Background: an optimization exercise with open tools, aiming at small area. Do not read the settings as production practice. Only simulation tests tie the RTL to the original design; equivalence was not proved. Power and IR drop assume default switching activity.

## flow/constraint.sdc

```tcl
create_clock -name core_clock -period 6.5 [get_ports {clk}]
set_input_delay 1.3000 -clock core_clock [delete_from_list [all_inputs] [get_ports {clk}]]
set_output_delay 1.3000 -clock core_clock [all_outputs]
set_load 0.01 [all_outputs]
```

## flow/design.v

```verilog
`timescale 1ns / 1ps
module one_bit_comparator(prev_less, prev_greater, prev_eq, a, b,
                          this_less, this_greater, this_eq);
	input prev_less, prev_greater, prev_eq, a, b;
	output this_less, this_greater, this_eq;
	wire this_less, this_greater, this_eq;
	assign this_less = prev_less | (prev_eq & ~a & b);
	assign this_greater = prev_greater | (prev_eq & a & ~b);
	assign this_eq = prev_eq & ((~a & ~b) | (a & b));
endmodule
module comp( A,B,out
    );
	 input [15:0] A,B;
    output wire [15:0] out;
	 wire less, greater, equality;
	 wire [14:0] less_array;
	 wire [14:0] greater_array;
	 wire [14:0] equality_array;
	 assign out[15:1] = 0;
	 one_bit_comparator COMP15 (1'b0, 1'b0, 1'b1, A[15], B[15],
						less_array[14], greater_array[14], equality_array[14]);
	 one_bit_comparator COMP14 (less_array[14], greater_array[14], equality_array[14],
						A[14], B[14], less_array[13], greater_array[13], equality_array[13]);
	 one_bit_comparator COMP13 (less_array[13], greater_array[13], equality_array[13],
						A[13], B[13], less_array[12], greater_array[12], equality_array[12]);
	 one_bit_comparator COMP12 (less_array[12], greater_array[12], equality_array[12],
						A[12], B[12], less_array[11], greater_array[11], equality_array[11]);
	 one_bit_comparator COMP11 (less_array[11], greater_array[11], equality_array[11],
						A[11], B[11], less_array[10], greater_array[10], equality_array[10]);
	 one_bit_comparator COMP10 (less_array[10], greater_array[10], equality_array[10],
						A[10], B[10], less_array[9], greater_array[9], equality_array[9]);
	 one_bit_comparator COMP9 (less_array[9], greater_array[9], equality_array[9],
						A[9], B[9], less_array[8], greater_array[8], equality_array[8]);
	 one_bit_comparator COMP8 (less_array[8], greater_array[8], equality_array[8],
						A[8], B[8], less_array[7], greater_array[7], equality_array[7]);
	 one_bit_comparator COMP7 (less_array[7], greater_array[7], equality_array[7],
						A[7], B[7], less_array[6], greater_array[6], equality_array[6]);
	 one_bit_comparator COMP6 (less_array[6], greater_array[6], equality_array[6],
						A[6], B[6], less_array[5], greater_array[5], equality_array[5]);
	 one_bit_comparator COMP5 (less_array[5], greater_array[5], equality_array[5],
						A[5], B[5], less_array[4], greater_array[4], equality_array[4]);
	 one_bit_comparator COMP4 (less_array[4], greater_array[4], equality_array[4],
						A[4], B[4], less_array[3], greater_array[3], equality_array[3]);
	 one_bit_comparator COMP3 (less_array[3], greater_array[3], equality_array[3],
						A[3], B[3], less_array[2], greater_array[2], equality_array[2]);
	 one_bit_comparator COMP2 (less_array[2], greater_array[2], equality_array[2],
						A[2], B[2], less_array[1], greater_array[1], equality_array[1]);
	 one_bit_comparator COMP1 (less_array[1], greater_array[1], equality_array[1],
						A[1], B[1], less_array[0], greater_array[0], equality_array[0]);
	 one_bit_comparator COMP0 (less_array[0], greater_array[0], equality_array[0],
						A[0], B[0], less, greater, equality);	 
    assign out[0]=less;
endmodule
`timescale 1ns / 1ps
module calc_xor(data1,data2,out
    );
	 input [15:0] data1,data2;
	 output wire [15:0]out;
	 assign out[0] = data1[0]^data2[0];
	 assign out[1] = data1[1]^data2[1];
	 assign out[2] = data1[2]^data2[2];
	 assign out[3] = data1[3]^data2[3];
	 assign out[4] = data1[4]^data2[4];
	 assign out[5] = data1[5]^data2[5];
	 assign out[6] = data1[6]^data2[6];
	 assign out[7] = data1[7]^data2[7];
	 assign out[8] = data1[8]^data2[8];
	 assign out[9] = data1[9]^data2[9];
	 assign out[10] = data1[10]^data2[10];
	 assign out[11] = data1[11]^data2[11];
	 assign out[12] = data1[12]^data2[12];
	 assign out[13] = data1[13]^data2[13];
	 assign out[14] = data1[14]^data2[14];
	 assign out[15] = data1[15]^data2[15];
endmodule
`timescale 1ns / 1ps
module right_shift(clk,A,shift,R
    );
        input clk; 
        input [15:0]A;
        input [3:0]shift;
        output [15:0]R;
        reg [15:0]R;
        always@(posedge clk) begin
                if(shift==0) begin
                        R<=A;
                end
                else if(shift==1) begin
                        R[14:0]<=A[15:1];
                        R[15]<=A[15];
                end
                else if(shift==2) begin
                        R[13:0]<=A[15:2];
                        R[15:14]<= {2{A[15]}};
                end
                else if(shift==3) begin
                        R[12:0]<=A[15:3];
                        R[15:13]<={3{A[15]}};
                end
                else if(shift==4) begin
                        R[11:0]<=A[15:4];
                        R[15:12]<={4{A[15]}};
                end
                else if(shift==5) begin
                        R[10:0]<=A[15:5];
                        R[15:11]<={5{A[15]}};
                end
                else if(shift==6) begin
                        R[9:0]<=A[15:6];
                        R[15:10]<={6{A[15]}};
                end
                else if(shift==7) begin
                        R[8:0]<=A[15:7];
                        R[15:9]<={7{A[15]}};
                end
                else if(shift==8) begin
                        R[7:0]<=A[15:8];
                        R[15:8]<={2{A[15]}};
                end
                else if(shift==9) begin
                        R[6:0]<=A[15:9];
                        R[15:7]<={8{A[15]}};
                end
                else if(shift==10) begin
                        R[5:0]<=A[15:10];
                        R[15:6]<={9{A[15]}};
                end
                else if(shift==11) begin
                        R[4:0]<=A[15:11];
                        R[15:5]<={10{A[15]}};
                end
                else if(shift==12) begin
                        R[3:0]<=A[15:12];
                        R[15:4]<={11{A[15]}};
                end
                else if(shift==13) begin
                        R[2:0]<=A[15:13];
                        R[15:3]<={12{A[15]}};
                end
                else if(shift==14) begin
                        R[1:0]<=A[15:14];
                        R[15:2]<={13{A[15]}};
                end
                else if(shift==15) begin
                        R[0]<=A[15];
                        R[15:1]<={14{A[15]}};
                end
        end
endmodule
`timescale 1ns / 1ps
module lcd_driver(line_a, line_b, clk, rst, LCD_RS, LCD_W, LCD_E, databits
    );
    input [127:0] line_a;
    input [127:0] line_b;
    input clk;
    input rst;
    output LCD_E;
    output LCD_W;
    output LCD_RS;
    output reg[3:0] databits;
    reg LCD_E;
    reg LCD_W;
    reg LCD_RS;
    reg [19:0] counter;
    reg [15:0] state;
    always @(posedge clk) begin
      if(rst) begin
        counter<=0;
        state<=0;
        LCD_E<=0;
        LCD_W<=0;
        LCD_RS<=0;
        databits<=0;
      end
      else begin
        if(counter==31) begin
            case(state)
                16'h0000: begin
                    LCD_E<=0;
                end
                16'h0001: begin
                    LCD_RS<=0;
                    LCD_W<=0;
                    databits <= 4'b0011;
                end
                16'h0002: begin
                    LCD_E<=1;
                end
                16'h0003: begin
                    LCD_E<=0;
                end
                16'h0004: begin
                    LCD_RS<=0;
                    LCD_W<=0;
                    databits <= 4'b0011;
                end
                16'h0005: begin
                    LCD_E<=1;
                end
                16'h0006: begin
                    LCD_E<=0;
                end
                16'h0007: begin
                    LCD_RS<=0;
                    LCD_W<=0;
                    databits <= 4'b0011;
                end
                16'h0008: begin
                    LCD_E<=1;
                end
                16'h0009: begin
                    LCD_E<=0;
                end
                16'h000A: begin
                    LCD_RS<=0;
                    LCD_W<=0;
                    databits <= 4'b0010;
                end
                16'h000B: begin
                    LCD_E<=1;
                end
                16'h000C: begin
                    LCD_E<=0;
                end
                16'h000D: begin
                    LCD_RS<=0;
                    LCD_W<=0;
                    databits <= 4'b0010;
                end
                16'h000E: begin
                    LCD_E<=1;
                end
                16'h000F: begin
                    LCD_E<=0;
                end
                16'h0010: begin
                    LCD_RS<=0;
                    LCD_W<=0;
                    databits <= 4'b1000;
                end
                16'h0011: begin
                    LCD_E<=1;
                end
                16'h0012: begin
                    LCD_E<=0;
                end
                16'h0013: begin
                    LCD_RS<=0;
                    LCD_W<=0;
                    databits <= 4'b0000;
                end
                16'h0014: begin
                    LCD_E<=1;
                end
                16'h0015: begin
                    LCD_E<=0;
                end
                16'h0016: begin
                    LCD_RS<=0;
                    LCD_W<=0;
                    databits <= 4'b0110;
                end
                16'h0017: begin
                    LCD_E<=1;
                end
                16'h0018: begin
                    LCD_E<=0;
                end
                16'h0019: begin
                    LCD_RS<=0;
                    LCD_W<=0;
                    databits <= 4'b0000;
                end
                16'h001A: begin
                    LCD_E<=1;
                end
                16'h001B: begin
                    LCD_E<=0;
                end
                16'h001C: begin
                    LCD_RS<=0;
                    LCD_W<=0;
                    databits <= 4'b1100;
                end
                16'h001D: begin
                    LCD_E<=1;
                end               
                16'h001E: begin
                    LCD_E<=0;
                end
                16'h001F: begin
                    LCD_RS<=0;
                    LCD_W<=0;
                    databits <= 4'b0000;
                end
                16'h0020: begin
                    LCD_E<=1;
                end
                16'h0021: begin
                    LCD_E<=0;
                end
                16'h0022: begin
                    LCD_RS<=0;
                    LCD_W<=0;
                    databits <= 4'b0001;
                end
                16'h0023: begin
                    LCD_E<=1;
                end     
                16'h0024: begin
                    LCD_E<=0;
                end
                16'h0025: begin
                    LCD_RS<=0;
                    LCD_W<=0;
                    databits <= 4'b1000;
                end
                16'h0026: begin
                    LCD_E<=1;
                end
                16'h0027: begin
                    LCD_E<=0;
                end
                16'h0028: begin
                    LCD_RS<=0;
                    LCD_W<=0;
                    databits <= 4'b0000;
                end
                16'h0029: begin
                    LCD_E<=1;
                end                
                16'h002A: begin
                    LCD_E<=0;
                end
                16'h002B: begin
                    LCD_RS<=1;
                    LCD_W<=0;
                    databits <= line_a[127:124];
                end
                16'h002C: begin
                    LCD_E<=1;
                end
                16'h002D: begin
                    LCD_E<=0;
                end
                16'h002E: begin
                    LCD_RS<=1;
                    LCD_W<=0;
                    databits <= line_a[123:120];
                end
                16'h002F: begin
                    LCD_E<=1;
                end
                16'h0030: begin
                    LCD_E<=0;
                end
                16'h0031: begin
                    LCD_RS<=1;
                    LCD_W<=0;
                    databits <= line_a[119:116];
                end
                16'h0032: begin
                    LCD_E<=1;
                end
                16'h0033: begin
                    LCD_E<=0;
                end
                16'h0034: begin
                    LCD_RS<=1;
                    LCD_W<=0;
                    databits <= line_a[115:112];
                end
                16'h0035: begin
                    LCD_E<=1;
                end
                16'h0036: begin
                    LCD_E<=0;
                end
                16'h0037: begin
                    LCD_RS<=1;
                    LCD_W<=0;
                    databits <= line_a[111:108];
                end
                16'h0038: begin
                    LCD_E<=1;
                end
                16'h0039: begin
                    LCD_E<=0;
                end
                16'h003A: begin
                    LCD_RS<=1;
                    LCD_W<=0;
                    databits <= line_a[107:104];
                end
                16'h003B: begin
                    LCD_E<=1;
                end
                16'h003C: begin
                    LCD_E<=0;
                end
                16'h003D: begin
                    LCD_RS<=1;
                    LCD_W<=0;
                    databits <= line_a[103:100];
                end
                16'h003E: begin
                    LCD_E<=1;
                end
                16'h003F: begin
                    LCD_E<=0;
                end
                16'h0040: begin
                    LCD_RS<=1;
                    LCD_W<=0;
                    databits <= line_a[99:96];
                end
                16'h0041: begin
                    LCD_E<=1;
                end  
                16'h0042: begin
                    LCD_E<=0;
                end
                16'h0043: begin
                    LCD_RS<=1;
                    LCD_W<=0;
                    databits <= line_a[95:92];
                end
                16'h0044: begin
                    LCD_E<=1;
                end
                16'h0045: begin
                    LCD_E<=0;
                end
                16'h0046: begin
                    LCD_RS<=1;
                    LCD_W<=0;
                    databits <= line_a[91:88];
                end
                16'h0047: begin
                    LCD_E<=1;
                end 
                16'h0048: begin
                    LCD_E<=0;
                end
                16'h0049: begin
                    LCD_RS<=1;
                    LCD_W<=0;
                    databits <= line_a[87:84];
                end
                16'h004A: begin
                    LCD_E<=1;
                end
                16'h004B: begin
                    LCD_E<=0;
                end
                16'h004C: begin
                    LCD_RS<=1;
                    LCD_W<=0;
                    databits <= line_a[83:80];
                end
                16'h004D: begin
                    LCD_E<=1;
                end 
                16'h004E: begin
                    LCD_E<=0;
                end
                16'h004F: begin
                    LCD_RS<=1;
                    LCD_W<=0;
                    databits <= line_a[79:76];
                end
                16'h0050: begin
                    LCD_E<=1;
                end
                16'h0051: begin
                    LCD_E<=0;
                end
                16'h0052: begin
                    LCD_RS<=1;
                    LCD_W<=0;
                    databits <= line_a[75:72];
                end
                16'h0053: begin
                    LCD_E<=1;
                end 
                16'h0054: begin
                    LCD_E<=0;
                end
                16'h0055: begin
                    LCD_RS<=1;
                    LCD_W<=0;
                    databits <= line_a[71:68];
                end
                16'h0056: begin
                    LCD_E<=1;
                end
                16'h0057: begin
                    LCD_E<=0;
                end
                16'h0058: begin
                    LCD_RS<=1;
                    LCD_W<=0;
                    databits <= line_a[67:64];
                end
                16'h0059: begin
                    LCD_E<=1;
                end 
                16'h005A: begin
                    LCD_E<=0;
                end
                16'h005B: begin
                    LCD_RS<=1;
                    LCD_W<=0;
                    databits <= line_a[63:60];
                end
                16'h005C: begin
                    LCD_E<=1;
                end
                16'h005D: begin
                    LCD_E<=0;
                end
                16'h005E: begin
                    LCD_RS<=1;
                    LCD_W<=0;
                    databits <= line_a[59:56];
                end
                16'h005F: begin
                    LCD_E<=1;
                end 
                16'h0060: begin
                    LCD_E<=0;
                end
                16'h0061: begin
                    LCD_RS<=1;
                    LCD_W<=0;
                    databits <= line_a[55:52];
                end
                16'h0062: begin
                    LCD_E<=1;
                end
                16'h0063: begin
                    LCD_E<=0;
                end
                16'h0064: begin
                    LCD_RS<=1;
                    LCD_W<=0;
                    databits <= line_a[51:48];
                end
                16'h0065: begin
                    LCD_E<=1;
                end 
                16'h0066: begin
                    LCD_E<=0;
                end
                16'h0067: begin
                    LCD_RS<=1;
                    LCD_W<=0;
                    databits <= line_a[47:44];
                end
                16'h0068: begin
                    LCD_E<=1;
                end
                16'h0069: begin
                    LCD_E<=0;
                end
                16'h006A: begin
                    LCD_RS<=1;
                    LCD_W<=0;
                    databits <= line_a[43:40];
                end
                16'h006B: begin
                    LCD_E<=1;
                end 
                16'h006C: begin
                    LCD_E<=0;
                end
                16'h006D: begin
                    LCD_RS<=1;
                    LCD_W<=0;
                    databits <= line_a[39:36];
                end
                16'h006E: begin
                    LCD_E<=1;
                end
                16'h006F: begin
                    LCD_E<=0;
                end
                16'h0070: begin
                    LCD_RS<=1;
                    LCD_W<=0;
                    databits <= line_a[35:32];
                end
                16'h0071: begin
                    LCD_E<=1;
                end
                16'h0072: begin
                    LCD_E<=0;
                end
                16'h0073: begin
                    LCD_RS<=1;
                    LCD_W<=0;
                    databits <= line_a[31:28];
                end
                16'h0074: begin
                    LCD_E<=1;
                end
                16'h0075: begin
                    LCD_E<=0;
                end
                16'h0076: begin
                    LCD_RS<=1;
                    LCD_W<=0;
                    databits <= line_a[27:24];
                end
                16'h0077: begin
                    LCD_E<=1;
                end
                16'h0078: begin
                    LCD_E<=0;
                end
                16'h0079: begin
                    LCD_RS<=1;
                    LCD_W<=0;
                    databits <= line_a[23:20];
                end
                16'h007A: begin
                    LCD_E<=1;
                end
                16'h007B: begin
                    LCD_E<=0;
                end
                16'h007C: begin
                    LCD_RS<=1;
                    LCD_W<=0;
                    databits <= line_a[19:16];
                end
                16'h007D: begin
                    LCD_E<=1;
                end
                16'h007E: begin
                    LCD_E<=0;
                end
                16'h007F: begin
                    LCD_RS<=1;
                    LCD_W<=0;
                    databits <= line_a[15:12];
                end
                16'h0080: begin
                    LCD_E<=1;
                end
                16'h0081: begin
                    LCD_E<=0;
                end
                16'h0082: begin
                    LCD_RS<=1;
                    LCD_W<=0;
                    databits <= line_a[11:8];
                end
                16'h0083: begin
                    LCD_E<=1;
                end
                16'h0084: begin
                    LCD_E<=0;
                end
                16'h0085: begin
                    LCD_RS<=1;
                    LCD_W<=0;
                    databits <= line_a[7:4];
                end
                16'h0086: begin
                    LCD_E<=1;
                end
                16'h0087: begin
                    LCD_E<=0;
                end
                16'h0088: begin
                    LCD_RS<=1;
                    LCD_W<=0;
                    databits <= line_a[3:0];
                end
                16'h0089: begin
                    LCD_E<=1;
                end
                16'h008A: begin
                    LCD_E<=0;
                end
                16'h008B: begin
                    LCD_RS<=0;
                    LCD_W<=0;
                    databits <= 4'b1100;
                end
                16'h008C: begin
                    LCD_E<=1;
                end
                16'h008D: begin
                    LCD_E<=0;
                end
                16'h008E: begin
                    LCD_RS<=0;
                    LCD_W<=0;
                    databits <= 4'b0000;
                end
                16'h008F: begin
                    LCD_E<=1;
                end      
                16'h0090: begin
                    LCD_E<=0;
                end
                16'h0091: begin
                    LCD_RS<=1;
                    LCD_W<=0;
                    databits <= line_b[127:124];
                end
                16'h0092: begin
                    LCD_E<=1;
                end
                16'h0093: begin
                    LCD_E<=0;
                end
                16'h0094: begin
                    LCD_RS<=1;
                    LCD_W<=0;
                    databits <= line_b[123:120];
                end
                16'h0095: begin
                    LCD_E<=1;
                end
                16'h0096: begin
                    LCD_E<=0;
                end
                16'h0097: begin
                    LCD_RS<=1;
                    LCD_W<=0;
                    databits <= line_b[119:116];
                end
                16'h0098: begin
                    LCD_E<=1;
                end
                16'h0099: begin
                    LCD_E<=0;
                end
                16'h009A: begin
                    LCD_RS<=1;
                    LCD_W<=0;
                    databits <= line_b[115:112];
                end
                16'h009B: begin
                    LCD_E<=1;
                end
                16'h009C: begin
                    LCD_E<=0;
                end
                16'h009D: begin
                    LCD_RS<=1;
                    LCD_W<=0;
                    databits <= line_b[111:108];
                end
                16'h009E: begin
                    LCD_E<=1;
                end
                16'h009F: begin
                    LCD_E<=0;
                end
                16'h00A0: begin
                    LCD_RS<=1;
                    LCD_W<=0;
                    databits <= line_b[107:104];
                end
                16'h00A1: begin
                    LCD_E<=1;
                end
                16'h00A2: begin
                    LCD_E<=0;
                end
                16'h00A3: begin
                    LCD_RS<=1;
                    LCD_W<=0;
                    databits <= line_b[103:100];
                end
                16'h00A4: begin
                    LCD_E<=1;
                end
                16'h00A5: begin
                    LCD_E<=0;
                end
                16'h00A6: begin
                    LCD_RS<=1;
                    LCD_W<=0;
                    databits <= line_b[99:96];
                end
                16'h00A7: begin
                    LCD_E<=1;
                end  
                16'h00A8: begin
                    LCD_E<=0;
                end
                16'h00A9: begin
                    LCD_RS<=1;
                    LCD_W<=0;
                    databits <= line_b[95:92];
                end
                16'h00AA: begin
                    LCD_E<=1;
                end
                16'h00AB: begin
                    LCD_E<=0;
                end
                16'h00AC: begin
                    LCD_RS<=1;
                    LCD_W<=0;
                    databits <= line_b[91:88];
                end
                16'h00AD: begin
                    LCD_E<=1;
                end 
                16'h00AE: begin
                    LCD_E<=0;
                end
                16'h00AF: begin
                    LCD_RS<=1;
                    LCD_W<=0;
                    databits <= line_b[87:84];
                end
                16'h00B0: begin
                    LCD_E<=1;
                end
                16'h00B1: begin
                    LCD_E<=0;
                end
                16'h00B2: begin
                    LCD_RS<=1;
                    LCD_W<=0;
                    databits <= line_b[83:80];
                end
                16'h00B3: begin
                    LCD_E<=1;
                end 
                16'h00B4: begin
                    LCD_E<=0;
                end
                16'h00B5: begin
                    LCD_RS<=1;
                    LCD_W<=0;
                    databits <= line_b[79:76];
                end
                16'h00B6: begin
                    LCD_E<=1;
                end
                16'h00B7: begin
                    LCD_E<=0;
                end
                16'h00B8: begin
                    LCD_RS<=1;
                    LCD_W<=0;
                    databits <= line_b[75:72];
                end
                16'h00B9: begin
                    LCD_E<=1;
                end 
                16'h00BA: begin
                    LCD_E<=0;
                end
                16'h00BB: begin
                    LCD_RS<=1;
                    LCD_W<=0;
                    databits <= line_b[71:68];
                end
                16'h00BC: begin
                    LCD_E<=1;
                end
                16'h00BD: begin
                    LCD_E<=0;
                end
                16'h00BE: begin
                    LCD_RS<=1;
                    LCD_W<=0;
                    databits <= line_b[67:64];
                end
                16'h00BF: begin
                    LCD_E<=1;
                end 
                16'h00C0: begin
                    LCD_E<=0;
                end
                16'h00C1: begin
                    LCD_RS<=1;
                    LCD_W<=0;
                    databits <= line_b[63:60];
                end
                16'h00C2: begin
                    LCD_E<=1;
                end
                16'h00C3: begin
                    LCD_E<=0;
                end
                16'h00C4: begin
                    LCD_RS<=1;
                    LCD_W<=0;
                    databits <= line_b[59:56];
                end
                16'h00C5: begin
                    LCD_E<=1;
                end 
                16'h00C6: begin
                    LCD_E<=0;
                end
                16'h00C7: begin
                    LCD_RS<=1;
                    LCD_W<=0;
                    databits <= line_b[55:52];
                end
                16'h00C8: begin
                    LCD_E<=1;
                end
                16'h00C9: begin
                    LCD_E<=0;
                end
                16'h00CA: begin
                    LCD_RS<=1;
                    LCD_W<=0;
                    databits <= line_b[51:48];
                end
                16'h00CB: begin
                    LCD_E<=1;
                end 
                16'h00CC: begin
                    LCD_E<=0;
                end
                16'h00CD: begin
                    LCD_RS<=1;
                    LCD_W<=0;
                    databits <= line_b[47:44];
                end
                16'h00CE: begin
                    LCD_E<=1;
                end
                16'h00CF: begin
                    LCD_E<=0;
                end
                16'h00D0: begin
                    LCD_RS<=1;
                    LCD_W<=0;
                    databits <= line_b[43:40];
                end
                16'h00D1: begin
                    LCD_E<=1;
                end 
                16'h00D2: begin
                    LCD_E<=0;
                end
                16'h00D3: begin
                    LCD_RS<=1;
                    LCD_W<=0;
                    databits <= line_b[39:36];
                end
                16'h00D4: begin
                    LCD_E<=1;
                end
                16'h00D5: begin
                    LCD_E<=0;
                end
                16'h00D6: begin
                    LCD_RS<=1;
                    LCD_W<=0;
                    databits <= line_b[35:32];
                end
                16'h00D7: begin
                    LCD_E<=1;
                end
                16'h00D8: begin
                    LCD_E<=0;
                end
                16'h00D9: begin
                    LCD_RS<=1;
                    LCD_W<=0;
                    databits <= line_b[31:28];
                end
                16'h00DA: begin
                    LCD_E<=1;
                end
                16'h00DB: begin
                    LCD_E<=0;
                end
                16'h00DC: begin
                    LCD_RS<=1;
                    LCD_W<=0;
                    databits <= line_b[27:24];
                end
                16'h00DD: begin
                    LCD_E<=1;
                end
                16'h00DE: begin
                    LCD_E<=0;
                end
                16'h00DF: begin
                    LCD_RS<=1;
                    LCD_W<=0;
                    databits <= line_b[23:20];
                end
                16'h00E0: begin
                    LCD_E<=1;
                end
                16'h00E1: begin
                    LCD_E<=0;
                end
                16'h00E2: begin
                    LCD_RS<=1;
                    LCD_W<=0;
                    databits <= line_b[19:16];
                end
                16'h00E3: begin
                    LCD_E<=1;
                end
                16'h00E4: begin
                    LCD_E<=0;
                end
                16'h00E5: begin
                    LCD_RS<=1;
                    LCD_W<=0;
                    databits <= line_b[15:12];
                end
                16'h00E6: begin
                    LCD_E<=1;
                end
                16'h00E7: begin
                    LCD_E<=0;
                end
                16'h00E8: begin
                    LCD_RS<=1;
                    LCD_W<=0;
                    databits <= line_b[11:8];
                end
                16'h00E9: begin
                    LCD_E<=1;
                end
                16'h00EA: begin
                    LCD_E<=0;
                end
                16'h00EB: begin
                    LCD_RS<=1;
                    LCD_W<=0;
                    databits <= line_b[7:4];
                end
                16'h00EC: begin
                    LCD_E<=1;
                end
                16'h00ED: begin
                    LCD_E<=0;
                end
                16'h00EE: begin
                    LCD_RS<=1;
                    LCD_W<=0;
                    databits <= line_b[3:0];
                end
                16'h00EF: begin
                    LCD_E<=1;
                end
					 endcase
            if(state == 16'h00EF) begin
					state <= 0;
				end
				else begin
					state<=state+1;
				end  
            counter<=0;
        end
        else begin
            counter <=counter+1;
        end
      end
    end
endmodule
`timescale 1ns / 1ps
module calc_interface(bits,clk,rst,rot,reset,line1,line2
    );
        input [3:0]bits;
        input clk,rst,rot,reset;
        output [127:0]line1;
        output [127:0]line2;
        reg [127:0]line1;
        reg [127:0]line2;
        reg prev;
        reg [4:0]state;
        reg [3:0]count;
        reg [15:0]r_data1;
        reg [15:0]r_data2;
        reg [15:0]w_data;
        reg [4:0]r_addr1;
        reg [4:0]r_addr2;
        reg [4:0]w_addr;
        reg [3:0]shift;
        reg [15:0]mem_block[0:31];
        wire [15:0]comp_res;
		  wire [15:0]xor_res;
        wire [15:0]s_result;
        integer k;
        always@(posedge clk) begin
            if(rst) begin
                prev<=1;
                state<=0;
                count<=0;
                r_data1<=0;
                r_data2<=0;
                w_data<=0;
                r_addr1<=0;
                r_addr2<=0;
                w_addr<=0;
                shift<=0;
                line1<=0;
                line2<=0;
                for(k=0;k<32;k=k+1) mem_block[k]<=0;
            end
            else begin
                prev<=rot;
                if(reset==1) begin
                        count<=0;
                        state<=0;
                end
                if(prev==0 & rot==1) begin
                        if(state==0) begin
                                if(bits[2:0]==0) begin
                                        state<=1;
                                end
                                else if(bits[2:0]==1) begin
                                        state<=2;
                                end
                                else if(bits[2:0]==2) begin
                                        state<=3;
                                end
                                else if(bits[2:0]==3) begin
                                        state<=4;
                                end
                                else if(bits[2:0]==4) begin
                                        state<=5;
                                end
                                else if(bits[2:0]==5) begin
                                        state<=6;
                                end
                                else if(bits[2:0]==6) begin
                                        state<=7;
                                end
                                else if(bits[2:0]==7) begin
                                        state<=8;
                                end
                        end
                        else if(state==1) begin
                                if(count==0) begin
                                        w_addr[3:0]<=bits[3:0];
                                        count<=1;
                                end
                                else if(count==1) begin
                                        w_addr[4]<=bits[0];
                                        count<=2;
                                end
                                else if(count==2) begin
                                        w_data[3:0]<=bits[3:0];
                                        count<=3;
                                end
                                else if(count==3) begin
                                        w_data[7:4]<=bits[3:0];
                                        count<=4;
                                end
                                else if(count==4) begin
                                        w_data[11:8]<=bits[3:0];
                                        count<=5;
                                end
                                else if(count==5) begin
                                        w_data[15:12]<=bits[3:0];
                                        count<=0;
                                        state<=9;
                                end
                        end
                        else if(state==2) begin
                                if(count==0) begin
                                        r_addr1[3:0]<=bits[3:0];
                                        count<=1;
                                end
                                if(count==1) begin
                                        r_addr1[4]<=bits[0];
                                        count<=0;
                                        state<=10;
                                end
                        end
                        else if(state==3) begin
                                if(count==0) begin
                                        r_addr1[3:0]<=bits[3:0];
                                        count<=1;
                                end
                                if(count==1) begin
                                        r_addr1[4]<=bits[0];
                                        count<=2;
                                end
                                if(count==2) begin
                                        r_addr2[3:0]<=bits[3:0];
                                        count<=3;
                                end
                                if(count==3) begin
                                        r_addr2[4]<=bits[0];
                                        count<=0;
                                        state<=11;
                                end
                        end
                        else if(state==4) begin
                                if(count==0) begin
                                        r_addr1[3:0]<=bits[3:0];
                                        count<=1;
                                end
                                if(count==1) begin
                                        r_addr1[4]<=bits[0];
                                        count<=2;
                                end
                                if(count==2) begin
                                        w_addr[3:0]<=bits[3:0];
                                        count<=3;
                                end
                                if(count==3) begin
                                        w_addr[4]<=bits[0];
                                        count<=4;
                                end
                                if(count==4) begin
                                        w_data[3:0]<=bits[3:0];
                                        count<=5;
                                end
                                if(count==5) begin
                                        w_data[7:4]<=bits[3:0];
                                        count<=6;
                                end
                                if(count==6) begin
                                        w_data[11:8]<=bits[3:0];
                                        count<=7;
                                end
                                if(count==7) begin
                                        w_data[15:12]<=bits[3:0];
                                        count<=0;
                                        state<=12;
                                end
                        end
                        else if(state==5) begin
                                if(count==0) begin
                                        r_addr1[3:0]<=bits[3:0];
                                        count<=1;
                                end
                                if(count==1) begin
                                        r_addr1[4]<=bits[0];
                                        count<=2;
                                end
                                if(count==2) begin
                                        r_addr2[3:0]<=bits[3:0];
                                        count<=3;
                                end
                                if(count==3) begin
                                        r_addr2[4]<=bits[0];
                                        count<=4;
                                end
                                if(count==4) begin
                                        w_addr[3:0]<=bits[3:0];
                                        count<=5;
                                end
                                if(count==5) begin
                                        w_addr[4]<=bits[0];
                                        count<=6;
                                end
                                if(count==6) begin
                                        w_data[3:0]<=bits[3:0];
                                        count<=7;
                                end
                                if(count==7) begin
                                        w_data[7:4]<=bits[3:0];
                                        count<=8;
                                end
                                if(count==8) begin
                                        w_data[11:8]<=bits[3:0];
                                        count<=9;
                                end
                                if(count==9) begin
                                        w_data[15:12]<=bits[3:0];
                                        count<=0;
                                        state<=13;
                                end
                        end
                        else if(state==6) begin
                                if(count==0) begin
                                        r_addr1[3:0]<=bits[3:0];
                                        count<=1;
                                end
                                if(count==1) begin
                                        r_addr1[4]<=bits[0];
                                        count<=2;
                                end
                                if(count==2) begin
                                        r_addr2[3:0]<=bits[3:0];
                                        count<=3;
                                end
                                if(count==3) begin
                                        r_addr2[4]<=bits[0];
                                        count<=4;
                                end
                                if(count==4) begin
                                        w_addr[3:0]<=bits[3:0];
                                        count<=5;
                                end
                                if(count==5) begin
                                        w_addr[4]<=bits[0];
                                        count<=0;
                                        state<=14;
                                end
                        end
                        else if(state==7) begin
                                if(count==0) begin
                                        r_addr1[3:0]<=bits[3:0];
                                        count<=1;
                                end
                                if(count==1) begin
                                        r_addr1[4]<=bits[0];
                                        count<=2;
                                end
                                if(count==2) begin
                                        r_addr2[3:0]<=bits[3:0];
                                        count<=3;
                                end
                                if(count==3) begin
                                        r_addr2[4]<=bits[0];
                                        count<=4;
                                end
                                if(count==4) begin
                                        w_addr[3:0]<=bits[3:0];
                                        count<=5;
                                end
                                if(count==5) begin
                                        w_addr[4]<=bits[0];
                                        count<=0;
                                        state<=15;
                                end
                        end
                        else if(state==8) begin
                                if(count==0) begin
                                        r_addr1[3:0]<=bits[3:0];
                                        count<=1;
                                end
                                if(count==1) begin
                                        r_addr1[4]<=bits[0];
                                        count<=2;
                                end
                                if(count==2) begin
                                        w_addr[3:0]<=bits[3:0];
                                        count<=3;
                                end
                                if(count==3) begin
                                        w_addr[4]<=bits[0];
                                        count<=4;
                                end
                                if(count==4) begin
                                        shift[3:0]<=bits[3:0];
                                        count<=0;
                                        state<=16;
                                end
                        end
                        else if(state==9) begin
                                mem_block[w_addr]<=w_data;
                                state<=17;
                        end
                        else if(state==10) begin
                                r_data1<=mem_block[r_addr1];
                                state<=18;
                        end
                        else if(state==11) begin
                                r_data1<=mem_block[r_addr1];
                                r_data2<=mem_block[r_addr2];
                                state<=19;
                        end
                        else if(state==12) begin
                                r_data1<=mem_block[r_addr1];
                                mem_block[w_addr]<=w_data;
                                state<=20;
                        end
                        else if(state==13) begin
                                r_data1<=mem_block[r_addr1];
                                r_data2<=mem_block[r_addr2];
                                mem_block[w_addr]<=w_data;
                                state<=21;
                        end
                        else if(state==14) begin
                                r_data1<=mem_block[r_addr1];
                                r_data2<=mem_block[r_addr2];
                                state<=22;
                        end
                        else if(state==15) begin
                                r_data1<=mem_block[r_addr1];
                                r_data2<=mem_block[r_addr2];
                                state<=23;
                        end
                        else if(state==16) begin
                                r_data1<=mem_block[r_addr1];
                                state<=24;
                        end
                        else if(state==17) begin
                                line1[127:40]<=88'h3030303030303030303030;
                                line1[39:32]<=w_addr[4]?8'b00110001:8'b00110000;
                                line1[31:24]<=w_addr[3]?8'b00110001:8'b00110000;
                                line1[23:16]<=w_addr[2]?8'b00110001:8'b00110000;
                                line1[15:8]<=w_addr[1]?8'b00110001:8'b00110000;
                                line1[7:0]<=w_addr[0]?8'b00110001:8'b00110000;
                                line2[127:120]<=w_data[15]?8'b00110001:8'b00110000;
                                line2[119:112]<=w_data[14]?8'b00110001:8'b00110000;
                                line2[111:104]<=w_data[13]?8'b00110001:8'b00110000;
                                line2[103:96]<=w_data[12]?8'b00110001:8'b00110000;
                                line2[95:88]<=w_data[11]?8'b00110001:8'b00110000;
                                line2[87:80]<=w_data[10]?8'b00110001:8'b00110000;
                                line2[79:72]<=w_data[9]?8'b00110001:8'b00110000;
                                line2[71:64]<=w_data[8]?8'b00110001:8'b00110000;
                                line2[63:56]<=w_data[7]?8'b00110001:8'b00110000;
                                line2[55:48]<=w_data[6]?8'b00110001:8'b00110000;
                                line2[47:40]<=w_data[5]?8'b00110001:8'b00110000;
                                line2[39:32]<=w_data[4]?8'b00110001:8'b00110000;
                                line2[31:24]<=w_data[3]?8'b00110001:8'b00110000;
                                line2[23:16]<=w_data[2]?8'b00110001:8'b00110000;
                                line2[15:8]<=w_data[1]?8'b00110001:8'b00110000;
                                line2[7:0]<=w_data[0]?8'b00110001:8'b00110000;
                                state<=0;
                        end
                        else if(state==18) begin
                                line1[127:40]<=88'h3030303030303030303030;
                                line1[39:32]<=r_addr1[4]?8'b00110001:8'b00110000;
                                line1[31:24]<=r_addr1[3]?8'b00110001:8'b00110000;
                                line1[23:16]<=r_addr1[2]?8'b00110001:8'b00110000;
                                line1[15:8]<=r_addr1[1]?8'b00110001:8'b00110000;
                                line1[7:0]<=r_addr1[0]?8'b00110001:8'b00110000;
                                line2[127:120]<=r_data1[15]?8'b00110001:8'b00110000;
                                line2[119:112]<=r_data1[14]?8'b00110001:8'b00110000;
                                line2[111:104]<=r_data1[13]?8'b00110001:8'b00110000;
                                line2[103:96]<=r_data1[12]?8'b00110001:8'b00110000;
                                line2[95:88]<=r_data1[11]?8'b00110001:8'b00110000;
                                line2[87:80]<=r_data1[10]?8'b00110001:8'b00110000;
                                line2[79:72]<=r_data1[9]?8'b00110001:8'b00110000;
                                line2[71:64]<=r_data1[8]?8'b00110001:8'b00110000;
                                line2[63:56]<=r_data1[7]?8'b00110001:8'b00110000;
                                line2[55:48]<=r_data1[6]?8'b00110001:8'b00110000;
                                line2[47:40]<=r_data1[5]?8'b00110001:8'b00110000;
                                line2[39:32]<=r_data1[4]?8'b00110001:8'b00110000;
                                line2[31:24]<=r_data1[3]?8'b00110001:8'b00110000;
                                line2[23:16]<=r_data1[2]?8'b00110001:8'b00110000;
                                line2[15:8]<=r_data1[1]?8'b00110001:8'b00110000;
                                line2[7:0]<=r_data1[0]?8'b00110001:8'b00110000;
                                state<=0;
                        end
                        else if(state==19) begin
                                line1[127:120]<=r_data1[15]?8'b00110001:8'b00110000;
                                line1[119:112]<=r_data1[14]?8'b00110001:8'b00110000;
                                line1[111:104]<=r_data1[13]?8'b00110001:8'b00110000;
                                line1[103:96]<=r_data1[12]?8'b00110001:8'b00110000;
                                line1[95:88]<=r_data1[11]?8'b00110001:8'b00110000;
                                line1[87:80]<=r_data1[10]?8'b00110001:8'b00110000;
                                line1[79:72]<=r_data1[9]?8'b00110001:8'b00110000;
                                line1[71:64]<=r_data1[8]?8'b00110001:8'b00110000;
                                line1[63:56]<=r_data1[7]?8'b00110001:8'b00110000;
                                line1[55:48]<=r_data1[6]?8'b00110001:8'b00110000;
                                line1[47:40]<=r_data1[5]?8'b00110001:8'b00110000;
                                line1[39:32]<=r_data1[4]?8'b00110001:8'b00110000;
                                line1[31:24]<=r_data1[3]?8'b00110001:8'b00110000;
                                line1[23:16]<=r_data1[2]?8'b00110001:8'b00110000;
                                line1[15:8]<=r_data1[1]?8'b00110001:8'b00110000;
                                line1[7:0]<=r_data1[0]?8'b00110001:8'b00110000;
                                line2[127:120]<=r_data2[15]?8'b00110001:8'b00110000;
                                line2[119:112]<=r_data2[14]?8'b00110001:8'b00110000;
                                line2[111:104]<=r_data2[13]?8'b00110001:8'b00110000;
                                line2[103:96]<=r_data2[12]?8'b00110001:8'b00110000;
                                line2[95:88]<=r_data2[11]?8'b00110001:8'b00110000;
                                line2[87:80]<=r_data2[10]?8'b00110001:8'b00110000;
                                line2[79:72]<=r_data2[9]?8'b00110001:8'b00110000;
                                line2[71:64]<=r_data2[8]?8'b00110001:8'b00110000;
                                line2[63:56]<=r_data2[7]?8'b00110001:8'b00110000;
                                line2[55:48]<=r_data2[6]?8'b00110001:8'b00110000;
                                line2[47:40]<=r_data2[5]?8'b00110001:8'b00110000;
                                line2[39:32]<=r_data2[4]?8'b00110001:8'b00110000;
                                line2[31:24]<=r_data2[3]?8'b00110001:8'b00110000;
                                line2[23:16]<=r_data2[2]?8'b00110001:8'b00110000;
                                line2[15:8]<=r_data2[1]?8'b00110001:8'b00110000;
                                line2[7:0]<=r_data2[0]?8'b00110001:8'b00110000;
                                state<=0;
                        end
                        else if(state==20) begin
                                line1[127:40]<=88'h3030303030303030303030;
                                line1[39:32]<=r_addr1[4]?8'b00110001:8'b00110000;
                                line1[31:24]<=r_addr1[3]?8'b00110001:8'b00110000;
                                line1[23:16]<=r_addr1[2]?8'b00110001:8'b00110000;
                                line1[15:8]<=r_addr1[1]?8'b00110001:8'b00110000;
                                line1[7:0]<=r_addr1[0]?8'b00110001:8'b00110000;
                                line2[127:120]<=r_data1[15]?8'b00110001:8'b00110000;
                                line2[119:112]<=r_data1[14]?8'b00110001:8'b00110000;
                                line2[111:104]<=r_data1[13]?8'b00110001:8'b00110000;
                                line2[103:96]<=r_data1[12]?8'b00110001:8'b00110000;
                                line2[95:88]<=r_data1[11]?8'b00110001:8'b00110000;
                                line2[87:80]<=r_data1[10]?8'b00110001:8'b00110000;
                                line2[79:72]<=r_data1[9]?8'b00110001:8'b00110000;
                                line2[71:64]<=r_data1[8]?8'b00110001:8'b00110000;
                                line2[63:56]<=r_data1[7]?8'b00110001:8'b00110000;
                                line2[55:48]<=r_data1[6]?8'b00110001:8'b00110000;
                                line2[47:40]<=r_data1[5]?8'b00110001:8'b00110000;
                                line2[39:32]<=r_data1[4]?8'b00110001:8'b00110000;
                                line2[31:24]<=r_data1[3]?8'b00110001:8'b00110000;
                                line2[23:16]<=r_data1[2]?8'b00110001:8'b00110000;
                                line2[15:8]<=r_data1[1]?8'b00110001:8'b00110000;
                                line2[7:0]<=r_data1[0]?8'b00110001:8'b00110000;
                                state<=0;
                        end
                        else if(state==21) begin
                                line1[127:120]<=r_data1[15]?8'b00110001:8'b00110000;
                                line1[119:112]<=r_data1[14]?8'b00110001:8'b00110000;
                                line1[111:104]<=r_data1[13]?8'b00110001:8'b00110000;
                                line1[103:96]<=r_data1[12]?8'b00110001:8'b00110000;
                                line1[95:88]<=r_data1[11]?8'b00110001:8'b00110000;
                                line1[87:80]<=r_data1[10]?8'b00110001:8'b00110000;
                                line1[79:72]<=r_data1[9]?8'b00110001:8'b00110000;
                                line1[71:64]<=r_data1[8]?8'b00110001:8'b00110000;
                                line1[63:56]<=r_data1[7]?8'b00110001:8'b00110000;
                                line1[55:48]<=r_data1[6]?8'b00110001:8'b00110000;
                                line1[47:40]<=r_data1[5]?8'b00110001:8'b00110000;
                                line1[39:32]<=r_data1[4]?8'b00110001:8'b00110000;
                                line1[31:24]<=r_data1[3]?8'b00110001:8'b00110000;
                                line1[23:16]<=r_data1[2]?8'b00110001:8'b00110000;
                                line1[15:8]<=r_data1[1]?8'b00110001:8'b00110000;
                                line1[7:0]<=r_data1[0]?8'b00110001:8'b00110000;
                                line2[127:120]<=r_data2[15]?8'b00110001:8'b00110000;
                                line2[119:112]<=r_data2[14]?8'b00110001:8'b00110000;
                                line2[111:104]<=r_data2[13]?8'b00110001:8'b00110000;
                                line2[103:96]<=r_data2[12]?8'b00110001:8'b00110000;
                                line2[95:88]<=r_data2[11]?8'b00110001:8'b00110000;
                                line2[87:80]<=r_data2[10]?8'b00110001:8'b00110000;
                                line2[79:72]<=r_data2[9]?8'b00110001:8'b00110000;
                                line2[71:64]<=r_data2[8]?8'b00110001:8'b00110000;
                                line2[63:56]<=r_data2[7]?8'b00110001:8'b00110000;
                                line2[55:48]<=r_data2[6]?8'b00110001:8'b00110000;
                                line2[47:40]<=r_data2[5]?8'b00110001:8'b00110000;
                                line2[39:32]<=r_data2[4]?8'b00110001:8'b00110000;
                                line2[31:24]<=r_data2[3]?8'b00110001:8'b00110000;
                                line2[23:16]<=r_data2[2]?8'b00110001:8'b00110000;
                                line2[15:8]<=r_data2[1]?8'b00110001:8'b00110000;
                                line2[7:0]<=r_data2[0]?8'b00110001:8'b00110000;
                                state<=0;
                        end
                        else if(state==22) begin
                                mem_block[w_addr]<=comp_res;
                                line1[127:40]<=88'h3030303030303030303030;
                                line1[39:32]<=w_addr[4]?8'b00110001:8'b00110000;
                                line1[31:24]<=w_addr[3]?8'b00110001:8'b00110000;
                                line1[23:16]<=w_addr[2]?8'b00110001:8'b00110000;
                                line1[15:8]<=w_addr[1]?8'b00110001:8'b00110000;
                                line1[7:0]<=w_addr[0]?8'b00110001:8'b00110000;
                                line2[127:120]<=comp_res[15]?8'b00110001:8'b00110000;
                                line2[119:112]<=comp_res[14]?8'b00110001:8'b00110000;
                                line2[111:104]<=comp_res[13]?8'b00110001:8'b00110000;
                                line2[103:96]<=comp_res[12]?8'b00110001:8'b00110000;
                                line2[95:88]<=comp_res[11]?8'b00110001:8'b00110000;
                                line2[87:80]<=comp_res[10]?8'b00110001:8'b00110000;
                                line2[79:72]<=comp_res[9]?8'b00110001:8'b00110000;
                                line2[71:64]<=comp_res[8]?8'b00110001:8'b00110000;
                                line2[63:56]<=comp_res[7]?8'b00110001:8'b00110000;
                                line2[55:48]<=comp_res[6]?8'b00110001:8'b00110000;
                                line2[47:40]<=comp_res[5]?8'b00110001:8'b00110000;
                                line2[39:32]<=comp_res[4]?8'b00110001:8'b00110000;
                                line2[31:24]<=comp_res[3]?8'b00110001:8'b00110000;
                                line2[23:16]<=comp_res[2]?8'b00110001:8'b00110000;
                                line2[15:8]<=comp_res[1]?8'b00110001:8'b00110000;
                                line2[7:0]<=comp_res[0]?8'b00110001:8'b00110000;
                                state<=0;
                        end
                        else if(state==23) begin
                                mem_block[w_addr]<=xor_res;
                                line1[127:40]<=88'h3030303030303030303030;
                                line1[39:32]<=w_addr[4]?8'b00110001:8'b00110000;
                                line1[31:24]<=w_addr[3]?8'b00110001:8'b00110000;
                                line1[23:16]<=w_addr[2]?8'b00110001:8'b00110000;
                                line1[15:8]<=w_addr[1]?8'b00110001:8'b00110000;
                                line1[7:0]<=w_addr[0]?8'b00110001:8'b00110000;
                                line2[127:120]<=xor_res[15]?8'b00110001:8'b00110000;
                                line2[119:112]<=xor_res[14]?8'b00110001:8'b00110000;
                                line2[111:104]<=xor_res[13]?8'b00110001:8'b00110000;
                                line2[103:96]<=xor_res[12]?8'b00110001:8'b00110000;
                                line2[95:88]<=xor_res[11]?8'b00110001:8'b00110000;
                                line2[87:80]<=xor_res[10]?8'b00110001:8'b00110000;
                                line2[79:72]<=xor_res[9]?8'b00110001:8'b00110000;
                                line2[71:64]<=xor_res[8]?8'b00110001:8'b00110000;
                                line2[63:56]<=xor_res[7]?8'b00110001:8'b00110000;
                                line2[55:48]<=xor_res[6]?8'b00110001:8'b00110000;
                                line2[47:40]<=xor_res[5]?8'b00110001:8'b00110000;
                                line2[39:32]<=xor_res[4]?8'b00110001:8'b00110000;
                                line2[31:24]<=xor_res[3]?8'b00110001:8'b00110000;
                                line2[23:16]<=xor_res[2]?8'b00110001:8'b00110000;
                                line2[15:8]<=xor_res[1]?8'b00110001:8'b00110000;
                                line2[7:0]<=xor_res[0]?8'b00110001:8'b00110000;
                                state<=0;
                        end
                        else if(state==24) begin
                                mem_block[w_addr]<=s_result;
                                line1[127:40]<=88'h3030303030303030303030;
                                line1[39:32]<=w_addr[4]?8'b00110001:8'b00110000;
                                line1[31:24]<=w_addr[3]?8'b00110001:8'b00110000;
                                line1[23:16]<=w_addr[2]?8'b00110001:8'b00110000;
                                line1[15:8]<=w_addr[1]?8'b00110001:8'b00110000;
                                line1[7:0]<=w_addr[0]?8'b00110001:8'b00110000;
                                line2[127:120]<=s_result[15]?8'b00110001:8'b00110000;
                                line2[119:112]<=s_result[14]?8'b00110001:8'b00110000;
                                line2[111:104]<=s_result[13]?8'b00110001:8'b00110000;
                                line2[103:96]<=s_result[12]?8'b00110001:8'b00110000;
                                line2[95:88]<=s_result[11]?8'b00110001:8'b00110000;
                                line2[87:80]<=s_result[10]?8'b00110001:8'b00110000;
                                line2[79:72]<=s_result[9]?8'b00110001:8'b00110000;
                                line2[71:64]<=s_result[8]?8'b00110001:8'b00110000;
                                line2[63:56]<=s_result[7]?8'b00110001:8'b00110000;
                                line2[55:48]<=s_result[6]?8'b00110001:8'b00110000;
                                line2[47:40]<=s_result[5]?8'b00110001:8'b00110000;
                                line2[39:32]<=s_result[4]?8'b00110001:8'b00110000;
                                line2[31:24]<=s_result[3]?8'b00110001:8'b00110000;
                                line2[23:16]<=s_result[2]?8'b00110001:8'b00110000;
                                line2[15:8]<=s_result[1]?8'b00110001:8'b00110000;
                                line2[7:0]<=s_result[0]?8'b00110001:8'b00110000;
                                state<=0;
                        end
                end
        end
            end
        comp  COMP(r_data1,r_data2,comp_res); 
		  calc_xor C_XOR(r_data1,r_data2,xor_res);
        right_shift RIGHT(clk,r_data1,shift,s_result);
endmodule
`timescale 1ns / 1ps
module detector(clk,rst,rot_a,rot_b,rot
    );
        input clk,rst,rot_a,rot_b;
        output rot;
        reg rot;
        always@(posedge clk) begin
                if(rst) begin
                        rot <= 1'b0;
                end
                else if(rot_a==1'b1 & rot_b==1'b1) begin
                        rot <= 1'b1;
                end
                else if(rot_a==1'b0 & rot_b==1'b0)      begin
                        rot <= 1'b0;
                end
        end
endmodule
`timescale 1ns / 1ps
module top(bits,clk,rst,rot_a,rot_b,reset,lcd_rs,lcd_w,lcd_e,databits
    );
        input [3:0]bits;
        input clk,rot_a,rot_b,reset;
        input rst;  
        output lcd_rs,lcd_w,lcd_e;
        output [3:0]databits;
        wire lcd_rs,lcd_w,lcd_e;
        wire [3:0]databits;
        wire rot;
        wire [127:0]line1;
        wire [127:0]line2;
        detector D0(clk,rst,rot_a,rot_b,rot);
        calc_interface I0(bits,clk,rst,rot,reset,line1,line2);
        lcd_driver L0(line1,line2,clk,rst,lcd_rs,lcd_w,lcd_e,databits);
endmodule
```

## flow/run.sh

```bash
#!/bin/bash
# synth_recipe.tcl (not shown) runs the flow's synth.tcl, then flattens the netlist and writes it again
# the make line also repeats each setting of config.mk as NAME=value (left out here)
make -C /OpenROAD-flow-scripts/flow DESIGN_CONFIG=/design/flow/config.mk WORK_HOME=/design/flow/orfs CLKGATE_MAP_FILE= SYNTH_SCRIPT=/design/flow/synth_recipe.tcl finish
```

## flow/config.mk

```make
export PLATFORM = sky130hd
export DESIGN_NAME = top
export DESIGN_NICKNAME = top
export VERILOG_FILES = /design/flow/design.v
export SDC_FILE = /design/flow/constraint.sdc
export NUM_CORES = 4
export LEC_CHECK = 0
export CAP_MARGIN = 20
export CORE_MARGIN = 2
export CORE_UTILIZATION = 40
export SLEW_MARGIN = 20
```

==> results.cfg <==
[outcome]
outcome = finished clean

[clock_network]
postCtsHoldBufs = 0
htreeDepth = 3
clock_sinks = 691
cts_tree = done
cts_buffers = 78
root_buffer = clkbuf_16
cts.clk_slew.worst_paths_ps = 60
clk_latency_ps = 680
cts_resized = 0
post_cts_buffers = 0
clockBufferDepth = 3

[worst_setup_path]
rr_worst_depth = 8
critPathArrivalTime_ps = 4700
crit_family = simple AND/OR/NAND/NOR gates
crit_chain = buf_4 > nor2_1 > nor3_1 > a22oi_1 > nor3_1 > and3_1 > nand2_1 > nand2b_1
cpMostUsedCell = nor3_1
critical_path_class = flop to flop
cp_num_cells = 8
cp_max_fo = 21
crit_end = I0.mem_block[7][12]
startpoint_type = flop
r2r-start = I0.state[0]
path_buf_inv = 1
r2r-end = I0.mem_block[7][12]
max_stage_delay_ps = 890
setup.worst_path.end_class = flop
r2r_slack_ps = 2080
crit_start = I0.state[0]
worstPathRequired_ps = 6790
crit_slowest_cell = and3_1

[synth]
yosysTopAreaCellShare_pct = 41.0
seq_area_frac_synth_pct = 49.4
ys_ff_latch = 691
synth_top_cell_by_area = edfxtp_1
synth_edf_count = 528
syn-cell-area_um2 = 38700
ys_warn_count = 4
async_reset_ff_share_pct = 0
syn_inst = 3324
postSynthAreaPerCell_um2 = 11.6
synth.distinct_cells = 95
synth_area_leaders = edfxtp_1 (41%), mux4_2 (19%), dfxtp_1 (8.4%)
synth_flop_cell = edfxtp_1

[sta]
max_freq_ghz = 0.226
tightest_slew_ps = 1130
rsz0062_at_grt = false
maxSlewHeadroom_pct = 24.5
setup_viol = 0
finalWorstSetupSlack_ps = 2080
finalHoldViolCount = 0
fin_skew_ps = 58.5
drv_slew = 0
finalSetupTns_ps = 0
period_share_pct = 67.9
min_period_ps = 4420

[layout]
top_regs = I0.mem_block x512, L0.counter x20, I0.line2 x17
nets = 3189
fill_cells = 8811
largest_reg_flops = 512
syn2layout_area_growth_pct = 9.23
top_register = I0.mem_block
layout.cells.non_filler = 4508
drive_gt1_share_pct = 17.5

[drt]
vias_per_cell = 6.32
antenna_left = 0
wl_mm = 122
drc_errors = 0
drt-pass1-iter-count = 6
drt-initial-drc-count = 4231
post_drt_wl_per_cell_um = 27.1
num_vias = 28500

[floorplanning]
ios = 16
rows = 114
start_util_pct = 40.2
die_y_um = 315
core_area_um2 = 96300
die_area_um2 = 99200
die-width_um = 315

[power_and_ir_drop]
p_leak_nw = 13.1
power_w = 0.00967
vdd_drop_max_mv = 0.176
p_per_area_nw_per_um2 = 229

[place]
dp_slack_ps = 1900
dp.cells = 4368
gp_congestion = 1.02
hpwlAfterDp_mm = 81.7
io_buffers = 14

[grt]
grt_max_degree = 95
grt_pass1_wl_mm = 182
grtUsageTotal_pct = 24.6
antenna_found_initial = 6
grt_pass1_vias = 26800
gr-total-overflow = 0

[run]
max_cap_viol_count = 0

[min_path]
hp-class = flop to flop
cells by family after synthesis:
kind of cell             synth area share (%)
AO/OA/AOI/OAI                            8.64
XOR/XNOR                                 1.04
adder cells (fa/ha/maj)                 0.252
buffers and inverters                    4.12
flip-flops                               49.4
multiplexers                             21.1
other                                  0.0194
AND/OR/NAND/NOR                          15.4
Yosys cell counts (8+ instances only):
cell	n
a2111oi_0	9
a211oi_1	32
a21o_1	12
a21oi_1	129
a221o_1	13
a221oi_1	31
a22oi_1	19
a31oi_1	9
and2_1	9
and3_1	28
buf_1	15
buf_2	117
buf_4	14
clkbuf_1	178
dfxtp_1	163
edfxtp_1	528
inv_1	35
mux2i_1	86
mux4_2	322
nand2_1	165
nand2b_1	61
nand3_1	61
nand3b_1	9
nand4_1	20
nor2_1	746
nor2b_1	37
nor3_1	50
nor3b_1	14
nor4_1	34
o211ai_1	17
o21ai_0	107
o21ai_1	17
o221ai_1	10
o22ai_1	14
o31ai_1	8
or3_1	9
xnor2_1	15
xor2_1	31
per-layer routing:
layer / up-vias / global-route usage, % / wire length [um]
met2: 1660 / 35.9 / 53500
met4: 6 / 9.03 / 4800
met5: - / 0 / 39
met1: 14300 / 35.9 / 49800
li1: 12300 / - / -
met3: 215 / 5.62 / 14100
power breakdown:
part	switching [W]	total [W]	internal, W
clock	0.00188	0.00440	0.00252
sequential	0.0000820	0.00495	0.00487
combinational	0.000201	0.000327	0.000125
how the worst min path moves through the flow:
stage	startpoint	endpoint	slack, ps	cells past startpoint
after floorplan	I0.line1[88]	I0.line1[88]	430	2
after global placement	I0.line1[80]	I0.line1[80]	440	2
after detailed placement	I0.line1[88]	I0.line1[88]	450	2
after CTS	I0.line1[88]	I0.line1[88]	460	2
after global routing	I0.line1[8]	I0.line1[8]	480	2
final	I0.line1[88]	I0.line1[88]	450	2
cell usage in the layout (no fill, tap or decap), types with 31 or more instances in the layout:
cell type and instances:
a211oi_1 32, dfxtp_1 153, nor3_1 50, clkbuf_16 81, buf_4 65, mux4_2 322
a221oi_1 31, xor2_1 31, a21oi_1 129, nor2_1 745, nor4_1 34, edfxtp_1 528
nand3_1 61, nand2_1 165, inv_1 35, o21ai_0 107, nor2b_1 37, nand2b_1 61
mux2i_1 86
cell type report:
cell class              instances  area [um2]  share of cell area (%)
inverters                      36         135                   0.320
clock inverters                37         385                   0.912
multi-input cells            2284       18200                    43.0
well taps                    1276        1600                    3.78
diodes                          1        2.50                 0.00592
repair buffers                 82         697                    1.65
clock buffers                 101        2120                    5.02
flip-flops and latches        691       19100                    45.3
stage by stage:
step | hold slack (ps) | cell area [um2] | util [%]
after detailed placement | 450 | 39700 | 41.2
after floorplan | 427 | 38700 | -
after CTS | 459 | 42200 | 43.8
after global routing | 476 | 42200 | 43.9
after global placement | 441 | 39700 | 41.2
final | 452 | 42200 | 43.9
worst reg2reg max path, delay by kind of cell, from the launching register on:
| family | cells | cell delay, ps |
|---|---|---|
| buffers and inverters | 1 | 350 |
| AO/OA/AOI/OAI | 1 | 140 |
| AND/OR/NAND/NOR | 6 | 3010 |
| flip-flops | 1 | 570 |

-- what the ideal ports hide --
How much do the figures lean on ideal ports? The routed layout below was timed once more, with nothing changed but the port constraints.
Step 1, drivers: a clkbuf_16 drives clk and a buf_2 each remaining input, both assumed.
Step 2 moves the port delays by t, midway between the first and last clock arrival at a register: inputs arrive t later, outputs are due t later. That takes back most of the time a late clock gives input paths.
Slacks: no drivers / after step 1 / after step 2; pairs: no drivers / after step 1.
t, ns: 0.713
slack for setup (ns): 2.085 / 2.085 / 1.767
worst register clock-pin slew, ns: 0.07 / 0.07
worst slew at a driven data input, ns: 0.07
cell pins on the clock port's net: 1
After both steps setup and hold are still met in this run. The setup slack of this run moves by 0.000 ns with the drivers and by -0.318 ns with both steps.
